Source: an optimization exercise on an open RTL-to-GDS flow (aim: a short achievable clock period and few clock cycles). Production flows keep margins and buffers that such runs may drop. At most, simulation tests tie the RTL to the original design; equivalence was not proved.

==> onyx <==
==> flow/design.v <==
module Decoder_3_to_8
	(
	 input [2:0] select_bits,
	 input enable_bit,
	 output reg [7:0] out
	);
	always @*
		case({enable_bit, select_bits})
			4'b0000, 4'b0001, 4'b0010, 4'b0011, 4'b0100, 4'b0101, 4'b0110, 4'b0111: out = 8'h00;
			4'b1000: out = 8'h01;
			4'b1001: out = 8'h02;
			4'b1010: out = 8'h04;
			4'b1011: out = 8'h08;
			4'b1100: out = 8'h10;
			4'b1101: out = 8'h20;
			4'b1110: out = 8'h40;
			4'b1111: out = 8'h80;
		endcase
endmodule
module Decoder_4_to_16
	(
	 input [3:0] select_bits,
	 input enable_bit,
	 output reg [15:0] out
	);
	always @*
		case({enable_bit, select_bits})
			5'b00000, 5'b00001, 5'b00010, 5'b00011, 5'b00100, 5'b00101, 5'b00110,
				5'b00111, 5'b01000, 5'b01001, 5'b01010, 5'b01011, 5'b01100,
				5'b01101, 5'b01110, 5'b01111: out = 16'h0000;
			5'b10000: out = 16'h0001;
			5'b10001: out = 16'h0002;
			5'b10010: out = 16'h0004;
			5'b10011: out = 16'h0008;
			5'b10100: out = 16'h0010;
			5'b10101: out = 16'h0020;
			5'b10110: out = 16'h0040;
			5'b10111: out = 16'h0080;
			5'b11000: out = 16'h0100;
			5'b11001: out = 16'h0200;
			5'b11010: out = 16'h0400;
			5'b11011: out = 16'h0800;
			5'b11100: out = 16'h1000;
			5'b11101: out = 16'h2000;
			5'b11110: out = 16'h4000;
			5'b11111: out = 16'h8000;
		endcase
endmodule
module Mux_16(
	input [15:0] i1,
	input [15:0] i2,
	input [15:0] i3,
	input [15:0] i4,
	input [15:0] i5,
	input [15:0] i6,
	input [15:0] i7,
	input [15:0] i8,
	input [15:0] i9,
	input [15:0] i10,
	input [15:0] i11,
	input [15:0] i12,
	input [15:0] i13,
	input [15:0] i14,
	input [15:0] i15,
	input [15:0] i16,
	input [3:0] selector,
	output reg [15:0] o
	);
	always @* 
		case ({selector})
			4'h0: o = i1;
			4'h1: o = i2;
			4'h2: o = i3;
			4'h3: o = i4;
			4'h4: o = i5;
			4'h5: o = i6;
			4'h6: o = i7;
			4'h7: o = i8;
			4'h8: o = i9;
			4'h9: o = i10;
			4'ha: o = i11;
			4'hb: o = i12;
			4'hc: o = i13;
			4'hd: o = i14;
			4'he: o = i15;
			4'hf: o = i16;
		endcase
endmodule
module ALU(
	input [15:0] a,
	input [15:0] b,
	input [3:0] Imm,
	input [1:0] Alu_Control,
	output reg [15:0] Result
	);
 reg [15:0] extended_Imm;
 integer i;
 always @* 
	begin 
		extended_Imm [0]= Imm[0];
		extended_Imm [1]= Imm[1];
		extended_Imm [2]= Imm[2];
		extended_Imm [3]= Imm[3];
		for( i=4 ; i<16; i=i+1 )
			extended_Imm[i] = Imm[3];
		if( Alu_Control[0] == 0 & Alu_Control[1] == 0)
			Result = a & b;
		else if(Alu_Control[0] == 0 & Alu_Control[1] == 1)
			Result = a & extended_Imm;
		else if(Alu_Control[0] == 1 & Alu_Control[1] == 0)
			Result = a + b;
		else begin
			if(Imm[3] == 1) begin
				extended_Imm = ~extended_Imm + 1;
				Result = a - extended_Imm;
			end
			else
				Result = a + extended_Imm;
		end
	end
endmodule 
module Comparator(
		input [15:0] a,
		input [15:0] b,
		input compareSignal,
		input Clock,
		input Reset,
		output reg zf,cf
	);
	always @(posedge Clock)
		begin
			if (Reset) begin
				zf <= 1'b0;
				cf <= 1'b0;
			end
			else if (compareSignal) begin
				zf <= (a == b);
				cf <= (a < b);
			end
		end
endmodule
module Jump_Condition_Checker
	(
	 input [2:0] jump_signal,
	 input zf, cf, jumpCondCheck,
	 output reg jump_condition_result
	);
	wire [7:0] decoder_result;
	reg je, ja, jb, jbe, jae;
	Decoder_3_to_8 decoder(jump_signal, 1'b1, decoder_result);
	always @*
	begin
		je = (zf & ~cf) & decoder_result[0] & jumpCondCheck;
		ja = (~zf & ~cf) & decoder_result[1] & jumpCondCheck;
		jb = (~zf & cf) & decoder_result[2] & jumpCondCheck;
		jbe = ((~zf & cf) | (zf & ~cf)) & decoder_result[3] & jumpCondCheck;
		jae = ((~zf & ~cf) | (zf & ~cf)) & decoder_result[4] & jumpCondCheck;
		jump_condition_result = je | ja | jb | jbe | jae;
	end
endmodule
module Register_File
	(
	 input [15:0] data_to_write,
	 input regWrite,
	 input [3:0] register_to_write,
	 input [3:0] output_a_selector,
	 input [3:0] output_b_selector,
	 output reg [15:0] output_a,
	 output reg [15:0] output_b,
	 input Clock
	);
	reg [15:0] reg1, reg2, reg3, reg4, reg5, reg6, reg7, reg8, reg9, reg10, reg11,
			   reg12, reg13, reg14, reg15, reg16;
	wire [15:0] decoded_value;
	integer i;
	Decoder_4_to_16 decoder(register_to_write, 1'b1, decoded_value);
	always @(posedge Clock) begin
		if(decoded_value[0] & regWrite)
			reg1 <= data_to_write;
		else if(decoded_value[1] & regWrite)
			reg2 <= data_to_write;
		else if(decoded_value[2] & regWrite)
			reg3 <= data_to_write;
		else if(decoded_value[3] & regWrite)
			reg4 <= data_to_write;
		else if(decoded_value[4] & regWrite)
			reg5 <= data_to_write;
		else if(decoded_value[5] & regWrite)
			reg6 <= data_to_write;
		else if(decoded_value[6] & regWrite)
			reg7 <= data_to_write;
		else if(decoded_value[7] & regWrite)
			reg8 <= data_to_write;
		else if(decoded_value[8] & regWrite)
			reg9 <= data_to_write;
		else if(decoded_value[9] & regWrite)
			reg10 <= data_to_write;
		else if(decoded_value[10] & regWrite)
			reg11 <= data_to_write;
		else if(decoded_value[11] & regWrite)
			reg12 <= data_to_write;
		else if(decoded_value[12] & regWrite)
			reg13 <= data_to_write;
		else if(decoded_value[13] & regWrite)
			reg14 <= data_to_write;
		else if(decoded_value[14] & regWrite)
			reg15 <= data_to_write;
		else if(decoded_value[15] & regWrite)
			reg16 <= data_to_write;
	end
	wire [15:0] a, b;
	Mux_16 a_mux(reg1, reg2, reg3, reg4, reg5, reg6, reg7, reg8, reg9, reg10, reg11,
			   reg12, reg13, reg14, reg15, reg16, output_a_selector, a);
	Mux_16 b_mux(reg1, reg2, reg3, reg4, reg5, reg6, reg7, reg8, reg9, reg10, reg11,
			   reg12, reg13, reg14, reg15, reg16, output_b_selector, b);
	always @* begin
		output_a <= a;
		output_b <= b;
	end
endmodule
module Control_Unit(
		input [3:0] opcode,
		input Clock,
		input Reset,
		output reg pcReadsignal,
		output reg instRead,
		output reg loadData,
		output reg regWrite,
		output reg pcWrite,
		output reg changePc,
		output reg [2:0] jumpSignal,
		output reg [1:0] aluControl,
		output reg dataMemRead,
		output reg memWrite,
		output reg jumpCondCheck,
		output reg compareSignal
	);
	reg [2:0] state,stateNext;
	reg changePcReg;
	always @(state, opcode)
		begin
			pcReadsignal <= ((~state[0]) & (~state[1]) & (~state[2]));
			instRead <= (state[0] & ~state[1] & ~state[2]);
			loadData <= (~state[0] & state[1] & ~state[2] & ~opcode[2] & ~opcode[3]);
			regWrite <= (~state[0] & state[1] & ~state[2] & ~opcode[2] & ~opcode[3]) | (~state[0] & state[1] & ~state[2] & opcode[0] & ~opcode[1] & opcode[2] & ~opcode[3]);
			pcWrite <= state[2];
			changePcReg <= (state[0] & state[1] & ~state[2] & opcode[0] & opcode[1] & opcode[2] & ~opcode[3]) | (state[0] & state[1] & ~state[2] & opcode[3]);
			jumpSignal[0] <= opcode[0] ;  jumpSignal[1] <= opcode[1] ;  jumpSignal[2] <= opcode[2] ; 
			aluControl[0] <= opcode[0] ;  aluControl[1] <= opcode[1] ;
			dataMemRead <= (~state[0] & state[1] & ~state[2] & opcode[0] & ~opcode[1] & opcode[2] & ~opcode[3]);
			memWrite <= (~state[0] & state[1] & ~state[2] & ~opcode[0] & opcode[1] & opcode[2] & ~opcode[3]);
			jumpCondCheck <= opcode[3];
			compareSignal <= (~state[0] & state[1] & ~state[2] & ~opcode[0] & ~opcode[1] & opcode[2] & ~opcode[3]);
			stateNext[0] <= (~state[0] & ~state[1] & ~state[2]) | (~state[0] & state[1] & ~state[2]);
			stateNext[1] <= (state[0] & ~state[1] & ~state[2])  | (~state[0] & state[1] & ~state[2]);
			stateNext[2] <= (state[0] & state[1] & ~state[2]);
		end
	always @(posedge Clock) 
		begin
			if (Reset) begin
				state <= 3'b000;
				changePc <= 1'b0;
			end
			else begin
				state <= stateNext;
				changePc <= changePcReg;
			end
		end
endmodule
module cpu(
	input clk,
	input rst,
	output [11:0] imem_addr,
	input [15:0] imem_rdata,
	output [7:0] dmem_addr,
	output [15:0] dmem_wdata,
	output dmem_we,
	input [15:0] dmem_rdata
);
reg [11:0] pc;
wire [15:0] ins = imem_rdata;
wire [3:0] fop = ins[15:12];
wire f_jmp = (fop == 4'h7);
wire f_jcc = ins[15] & ~(ins[14] & (ins[13] | ins[12]));    
wire f_pred = ins[11] | (fop == 4'hB) | (fop == 4'hC);
wire f_pt = f_jmp | (f_jcc & f_pred);
wire [11:0] pc_inc = pc + 12'd1;
wire [11:0] pc_tgt = pc + ins[11:0];
wire [11:0] f_next = f_pt ? pc_tgt : pc_inc;
wire [11:0] f_alt = f_pt ? pc_inc : pc_tgt;
reg        vR;
reg        r_jcc, r_pred;
reg        r_je, r_ja, r_jb, r_jbe, r_jae;
reg [11:0] r_alt;
reg [3:0]  r_asel, r_bsel, r_dsel;
reg [7:0]  r_addr;
reg        r_wr, r_ld, r_st, r_cmp, r_and, r_imm;
reg [15:0] eA, eB;
reg [3:0]  e_d;
reg        e_wr, e_ld, e_and, e_cmp;
reg        st_we;
reg [7:0]  daddr;
reg [15:0] sdata;
reg        zf, cf;
reg [15:0] rf [0:15];
wire [15:0] e_alu = e_and ? (eA & eB) : (eA + eB);
wire [15:0] e_res = e_ld ? dmem_rdata : e_alu;
wire zf_n = (eA == eB);
wire cf_n = (eA < eB);
wire zf_u = e_cmp ? zf_n : zf;
wire cf_u = e_cmp ? cf_n : cf;
wire r_take = (r_je & zf_u) | (r_ja & ~zf_u & ~cf_u) | (r_jb & cf_u) |
              (r_jbe & (zf_u | cf_u)) | (r_jae & ~cf_u);
wire mispred = vR & r_jcc & (r_take ^ r_pred);
wire fwdA = e_wr & (e_d == r_asel);
wire fwdB = e_wr & (e_d == r_bsel);
wire [15:0] opA = fwdA ? e_res : rf[r_asel];
wire [15:0] opB = r_imm ? {{12{r_bsel[3]}}, r_bsel} : (fwdB ? e_res : rf[r_bsel]);
always @(posedge clk) begin
	if (rst)
		pc <= 12'h000;
	else if (mispred)
		pc <= r_alt;
	else
		pc <= f_next;
	vR <= ~rst & ~mispred;
	r_jcc <= f_jcc;
	r_pred <= f_pred;
	r_je  <= (fop == 4'h8);
	r_ja  <= (fop == 4'h9);
	r_jb  <= (fop == 4'hA);
	r_jbe <= (fop == 4'hB);
	r_jae <= (fop == 4'hC);
	r_alt <= f_alt;
	r_asel <= (fop == 4'h6) ? ins[11:8] : ins[7:4];
	r_bsel <= ins[3:0];
	r_dsel <= ins[11:8];
	r_addr <= ins[7:0];
	r_wr  <= ~fop[3] & ~fop[2] | (fop == 4'h5);
	r_ld  <= (fop == 4'h5);
	r_st  <= (fop == 4'h6);
	r_cmp <= (fop == 4'h4);
	r_and <= (fop == 4'h0) | (fop == 4'h2);
	r_imm <= (fop == 4'h2) | (fop == 4'h3);
	eA <= opA;
	eB <= opB;
	e_d <= r_dsel;
	e_wr <= ~rst & vR & r_wr;
	e_ld <= r_ld;
	e_and <= r_and;
	e_cmp <= ~rst & vR & r_cmp;
	st_we <= ~rst & vR & r_st;
	if (vR & (r_ld | r_st))
		daddr <= r_addr;
	if (vR & r_st)
		sdata <= opA;
	if (e_wr)
		rf[e_d] <= e_res;
	if (rst) begin
		zf <= 1'b0;
		cf <= 1'b0;
	end
	else if (e_cmp) begin
		zf <= zf_n;
		cf <= cf_n;
	end
end
assign imem_addr = pc;
assign dmem_addr = daddr;
assign dmem_wdata = sdata;
assign dmem_we = st_we;
endmodule
==> flow/run.sh <==
#!/bin/bash
# synth_recipe.tcl (not shown) runs the flow's synth.tcl, then flattens the netlist and writes it again
# the make line also repeats each setting of config.mk as NAME=value (left out here)
make -C /OpenROAD-flow-scripts/flow DESIGN_CONFIG=/design/flow/config.mk WORK_HOME=/design/flow/orfs CLKGATE_MAP_FILE= SYNTH_SCRIPT=/design/flow/synth_recipe.tcl finish
==> flow/config.mk <==
export PLATFORM = sky130hd
export DESIGN_NAME = cpu
export DESIGN_NICKNAME = cpu
export VERILOG_FILES = /design/flow/design.v
export SDC_FILE = /design/flow/constraint.sdc
export NUM_CORES = 4
export LEC_CHECK = 0
export ABC_CLOCK_PERIOD_IN_PS = 2000
export CAP_MARGIN = 20
export CORE_MARGIN = 2
export CORE_UTILIZATION = 40
export SLEW_MARGIN = 20
==> flow/constraint.sdc <==
create_clock -name core_clock -period 10.0 [get_ports {clk}]
set_input_delay 2.0000 -clock core_clock [delete_from_list [all_inputs] [get_ports {clk}]]
set_output_delay 2.0000 -clock core_clock [all_outputs]
set_load 0.01 [all_outputs]
==> violet (differences from onyx) <==
==> flow/design.v, changed modules only <==
module cpu(
	input clk,
	input rst,
	output [11:0] imem_addr,
	input [15:0] imem_rdata,
	output [7:0] dmem_addr,
	output [15:0] dmem_wdata,
	output dmem_we,
	input [15:0] dmem_rdata
);
function [11:0] add12;
	input [11:0] a, b;
	reg [11:0] g, p, p0;
	integer i, d;
	begin
		g = a & b;
		p = a ^ b;
		p0 = p;
		for (d = 1; d < 12; d = d * 2)
			for (i = 11; i >= d; i = i - 1) begin
				g[i] = g[i] | (p[i] & g[i-d]);
				p[i] = p[i] & p[i-d];
			end
		add12 = p0 ^ {g[10:0], 1'b0};
	end
endfunction
function [15:0] add16;
	input [15:0] a, b;
	reg [15:0] g, p, p0;
	integer i, d;
	begin
		g = a & b;
		p = a ^ b;
		p0 = p;
		for (d = 1; d < 16; d = d * 2)
			for (i = 15; i >= d; i = i - 1) begin
				g[i] = g[i] | (p[i] & g[i-d]);
				p[i] = p[i] & p[i-d];
			end
		add16 = p0 ^ {g[14:0], 1'b0};
	end
endfunction
function [11:0] inc12;
	input [11:0] a;
	integer i;
	begin
		for (i = 0; i < 12; i = i + 1)
			inc12[i] = a[i] ^ (&(a | ~((12'd1 << i) - 12'd1)));
	end
endfunction
function less16;
	input [15:0] a, b;
	reg [15:0] lt, eq;
	integer i, d;
	begin
		lt = ~a & b;
		eq = ~(a ^ b);
		for (d = 1; d < 16; d = d * 2)
			for (i = 15; i >= d; i = i - 1) begin
				lt[i] = lt[i] | (eq[i] & lt[i-d]);
				eq[i] = eq[i] & eq[i-d];
			end
		less16 = lt[15];
	end
endfunction
reg [11:0] pc;
wire [15:0] ins = imem_rdata;
wire [3:0] fop = ins[15:12];
wire [11:0] pc_inc = inc12(pc);
wire [11:0] pc_tgt = add12(pc, ins[11:0]);
reg [3:0]  r_asel, r_bsel, r_dsel;
reg [7:0]  r_addr;
reg        r_wr, r_ld, r_st, r_cmp, r_and, r_imm;
reg [15:0] eA, eB;
reg [3:0]  e_d;
reg        e_wr, e_ld, e_and;
reg        st_we;
reg [7:0]  daddr;
reg [15:0] sdata;
reg        zf, cf;
reg [15:0] rf [0:15];
wire [15:0] e_alu = e_and ? (eA & eB) : add16(eA, eB);
wire [15:0] e_res = e_ld ? dmem_rdata : e_alu;
wire fwdA = e_wr & (e_d == r_asel);
wire fwdB = e_wr & (e_d == r_bsel);
wire [15:0] opA = fwdA ? e_res : rf[r_asel];
wire [15:0] opB = r_imm ? {{12{r_bsel[3]}}, r_bsel} : (fwdB ? e_res : rf[r_bsel]);
wire zf_r = (opA == opB);
wire cf_r = less16(opA, opB);
wire zf_u = r_cmp ? zf_r : zf;
wire cf_u = r_cmp ? cf_r : cf;
wire f_take = ((fop == 4'h7)) |
              ((fop == 4'h8) & zf_u) |
              ((fop == 4'h9) & ~zf_u & ~cf_u) |
              ((fop == 4'hA) & cf_u) |
              ((fop == 4'hB) & (zf_u | cf_u)) |
              ((fop == 4'hC) & ~cf_u);
always @(posedge clk) begin
	if (rst)
		pc <= 12'h000;
	else if (f_take)
		pc <= pc_tgt;
	else
		pc <= pc_inc;
	r_asel <= (fop == 4'h6) ? ins[11:8] : ins[7:4];
	r_bsel <= ins[3:0];
	r_dsel <= ins[11:8];
	r_addr <= ins[7:0];
	r_wr  <= ~rst & (~fop[3] & ~fop[2] | (fop == 4'h5));
	r_ld  <= (fop == 4'h5);
	r_st  <= ~rst & (fop == 4'h6);
	r_cmp <= ~rst & (fop == 4'h4);
	r_and <= (fop == 4'h0) | (fop == 4'h2);
	r_imm <= (fop == 4'h2) | (fop == 4'h3);
	eA <= opA;
	eB <= opB;
	e_d <= r_dsel;
	e_wr <= ~rst & r_wr;
	e_ld <= r_ld;
	e_and <= r_and;
	st_we <= ~rst & r_st;
	if (r_ld | r_st)
		daddr <= r_addr;
	if (r_st)
		sdata <= opA;
	if (e_wr)
		rf[e_d] <= e_res;
	if (rst) begin
		zf <= 1'b0;
		cf <= 1'b0;
	end
	else if (r_cmp) begin
		zf <= zf_r;
		cf <= cf_r;
	end
end
assign imem_addr = pc;
assign dmem_addr = daddr;
assign dmem_wdata = sdata;
assign dmem_we = st_we;
endmodule
==> flow/flow/run.sh (new file) <==
#!/bin/bash
# Standard ORFS layout, with timing repair aiming well below the 10 ns constraint.
set -euo pipefail
bash standard.sh SETUP_SLACK_MARGIN=7.5 finish > flow_make.log 2>&1
==> flow/standard.sh (new file) <==
#!/bin/bash
# synth_recipe.tcl (not shown) runs the flow's synth.tcl, then flattens the netlist and writes it again
# the make line also repeats each setting of config.mk as NAME=value (left out here)
make -C /OpenROAD-flow-scripts/flow DESIGN_CONFIG=/design/flow/config.mk WORK_HOME=/design/flow/orfs CLKGATE_MAP_FILE= SYNTH_SCRIPT=/design/flow/synth_recipe.tcl "${@:-finish}"
removed: flow/run.sh
==> umber (differences from onyx) <==
==> flow/design.v, changed modules only <==
module cpu(
	input clk,
	input rst,
	output [11:0] imem_addr,
	input [15:0] imem_rdata,
	output [7:0] dmem_addr,
	output [15:0] dmem_wdata,
	output dmem_we,
	input [15:0] dmem_rdata
);
function [11:0] add12;
	input [11:0] a, b;
	reg [11:0] g, p, p0;
	integer i, d;
	begin
		g = a & b;
		p = a ^ b;
		p0 = p;
		for (d = 1; d < 12; d = d * 2)
			for (i = 11; i >= d; i = i - 1) begin
				g[i] = g[i] | (p[i] & g[i-d]);
				p[i] = p[i] & p[i-d];
			end
		add12 = p0 ^ {g[10:0], 1'b0};
	end
endfunction
function [15:0] add16;
	input [15:0] a, b;
	reg [15:0] g, p, p0;
	integer i, d;
	begin
		g = a & b;
		p = a ^ b;
		p0 = p;
		for (d = 1; d < 16; d = d * 2)
			for (i = 15; i >= d; i = i - 1) begin
				g[i] = g[i] | (p[i] & g[i-d]);
				p[i] = p[i] & p[i-d];
			end
		add16 = p0 ^ {g[14:0], 1'b0};
	end
endfunction
function [11:0] inc12;
	input [11:0] a;
	integer i;
	begin
		for (i = 0; i < 12; i = i + 1)
			inc12[i] = a[i] ^ (&(a | ~((12'd1 << i) - 12'd1)));
	end
endfunction
function less16;
	input [15:0] a, b;
	reg [15:0] lt, eq;
	integer i, d;
	begin
		lt = ~a & b;
		eq = ~(a ^ b);
		for (d = 1; d < 16; d = d * 2)
			for (i = 15; i >= d; i = i - 1) begin
				lt[i] = lt[i] | (eq[i] & lt[i-d]);
				eq[i] = eq[i] & eq[i-d];
			end
		less16 = lt[15];
	end
endfunction
reg [11:0] pc;
wire [15:0] ins = imem_rdata;
wire [3:0] fop = ins[15:12];
wire f_jmp = (fop == 4'h7);
wire f_jcc = ins[15] & ~(ins[14] & (ins[13] | ins[12]));    
wire f_pred = ins[11] | (fop == 4'hB) | (fop == 4'hC);
wire f_pt = f_jmp | (f_jcc & f_pred);
wire [11:0] pc_inc = inc12(pc);
wire [11:0] pc_tgt = add12(pc, ins[11:0]);
wire [11:0] f_next = f_pt ? pc_tgt : pc_inc;
wire [11:0] f_alt = f_pt ? pc_inc : pc_tgt;
reg        vR;
reg        r_jcc, r_pred;
reg        r_je, r_ja, r_jb, r_jbe, r_jae;
reg [11:0] r_alt;
reg [3:0]  r_asel, r_bsel, r_dsel;
reg [7:0]  r_addr;
reg        r_wr, r_ld, r_st, r_cmp, r_and, r_imm;
reg [15:0] eA, eB;
reg [3:0]  e_d;
reg        e_wr, e_ld, e_and, e_cmp;
reg        st_we;
reg [7:0]  daddr;
reg [15:0] sdata;
reg        zf, cf;
reg [15:0] rf [0:15];
wire [15:0] e_alu = e_and ? (eA & eB) : add16(eA, eB);
wire [15:0] e_res = e_ld ? dmem_rdata : e_alu;
wire zf_n = (eA == eB);
wire cf_n = less16(eA, eB);
wire zf_u = e_cmp ? zf_n : zf;
wire cf_u = e_cmp ? cf_n : cf;
wire r_take = (r_je & zf_u) | (r_ja & ~zf_u & ~cf_u) | (r_jb & cf_u) |
              (r_jbe & (zf_u | cf_u)) | (r_jae & ~cf_u);
wire mispred = vR & r_jcc & (r_take ^ r_pred);
wire fwdA = e_wr & (e_d == r_asel);
wire fwdB = e_wr & (e_d == r_bsel);
wire [15:0] opA = fwdA ? e_res : rf[r_asel];
wire [15:0] opB = r_imm ? {{12{r_bsel[3]}}, r_bsel} : (fwdB ? e_res : rf[r_bsel]);
always @(posedge clk) begin
	if (rst)
		pc <= 12'h000;
	else if (mispred)
		pc <= r_alt;
	else
		pc <= f_next;
	vR <= ~rst & ~mispred;
	r_jcc <= f_jcc;
	r_pred <= f_pred;
	r_je  <= (fop == 4'h8);
	r_ja  <= (fop == 4'h9);
	r_jb  <= (fop == 4'hA);
	r_jbe <= (fop == 4'hB);
	r_jae <= (fop == 4'hC);
	r_alt <= f_alt;
	r_asel <= (fop == 4'h6) ? ins[11:8] : ins[7:4];
	r_bsel <= ins[3:0];
	r_dsel <= ins[11:8];
	r_addr <= ins[7:0];
	r_wr  <= ~fop[3] & ~fop[2] | (fop == 4'h5);
	r_ld  <= (fop == 4'h5);
	r_st  <= (fop == 4'h6);
	r_cmp <= (fop == 4'h4);
	r_and <= (fop == 4'h0) | (fop == 4'h2);
	r_imm <= (fop == 4'h2) | (fop == 4'h3);
	eA <= opA;
	eB <= opB;
	e_d <= r_dsel;
	e_wr <= ~rst & vR & r_wr;
	e_ld <= r_ld;
	e_and <= r_and;
	e_cmp <= ~rst & vR & r_cmp;
	st_we <= ~rst & vR & r_st;
	if (vR & (r_ld | r_st))
		daddr <= r_addr;
	if (vR & r_st)
		sdata <= opA;
	if (e_wr)
		rf[e_d] <= e_res;
	if (rst) begin
		zf <= 1'b0;
		cf <= 1'b0;
	end
	else if (e_cmp) begin
		zf <= zf_n;
		cf <= cf_n;
	end
end
assign imem_addr = pc;
assign dmem_addr = daddr;
assign dmem_wdata = sdata;
assign dmem_we = st_we;
endmodule
==> flow/flow/run.sh (new file) <==
#!/bin/bash
# Standard ORFS layout, with timing repair aiming well below the 10 ns constraint.
set -euo pipefail
bash standard.sh SETUP_SLACK_MARGIN=7.5 finish > flow_make.log 2>&1
==> flow/standard.sh (new file) <==
#!/bin/bash
# synth_recipe.tcl (not shown) runs the flow's synth.tcl, then flattens the netlist and writes it again
# the make line also repeats each setting of config.mk as NAME=value (left out here)
make -C /OpenROAD-flow-scripts/flow DESIGN_CONFIG=/design/flow/config.mk WORK_HOME=/design/flow/orfs CLKGATE_MAP_FILE= SYNTH_SCRIPT=/design/flow/synth_recipe.tcl "${@:-finish}"
removed: flow/run.sh
==> flow_summary_export.csv <==
group,metric,value,unit
synthesis,seq_area_frac_synth,58.4,%
status,status,"complete, no violations",
cells_and_area,register_area,10400,µm²
cells_and_area,layout_common_cells,"edfxtp_1 (280), mux4_2 (159), buf_4 (94), dfxtp_1 (64), clkbuf_16 (46)",
min_path,hold_start,"r_dsel[2]",
cells_and_area,fin_cells,1932,
clock_network,cts_num_sinks,377,
worst_setup_path,cp.required,10.47,ns
placed_design,dp_slack,5.26,ns
worst_setup_path,worstSetupPathType,"input port to flop",
global_route,grt.met3_usage,3.83,%
the above is filed under umber

==> flow_summary_export.csv <==
group,metric,value,unit
status,status,"complete, no violations",
cells_and_area,layout_common_cells,"edfxtp_1 (280), mux4_2 (159), dfxtp_1 (93), clkdlybuf4s50_1 (70)",
placed_design,dp_slack,4.96,ns
worst_setup_path,cp.required,10.41,ns
min_path,hold_start,"r_dsel[1]",
clock_network,cts_num_sinks,377,
worst_setup_path,worstSetupPathType,"input port to flop",
the above is filed under onyx

==> flow_summary_export.csv <==
group,metric,value,unit
status,status,"complete, no violations",
placed_design,dp_slack,3.59,ns
global_route,grt.met3_usage,3.89,%
cells_and_area,layout_common_cells,"edfxtp_1 (280), mux4_2 (155), buf_4 (77), dfxtp_1 (57), nand2_1 (44)",
clock_network,cts_num_sinks,356,
worst_setup_path,cp.required,10.46,ns
the above is filed under violet

Testbench counts of onyx, summed over its fixed seeds: cycles 46,774.
Testbench counts of violet, summed over its fixed seeds: cycles 45,221.
For umber, only the layout was checked, not whether the RTL still works.

## what the ideal ports hide
The flow's constraints put no driver on any port. The routed layouts listed below were extracted and timed again, unchanged, in two steps. Step 1 sets driving cells, clkbuf_16 on the clock port and buf_2 on the other inputs (assumed; they add their load-dependent delay and slew). Step 2, shift: input delay + t, output delay - t, t = (earliest + latest rising clock arrival at the registers) / 2. This alone moves slack from input paths to output paths. Slacks: ideal ports / drivers / drivers and shift; pairs: ideal ports / drivers.
run | t, ns | setup WS [ns] | hold slack, ns | worst setup path at the end
onyx | 0.606 | 5.745 / 5.779 / 5.173 | 0.327 / 0.327 / 0.327 | input to register
violet | 0.587 | 5.094 / 5.094 / 4.580 | 0.326 / 0.326 / 0.326 | input to register
umber | 0.587 | 6.380 / 6.403 / 5.819 | 0.328 / 0.328 / 0.328 | input to register
After both steps every run listed still meets setup and hold. For onyx, which loses most, drivers alone change the setup slack by +0.034 ns; drivers and shift together by -0.572 ns.
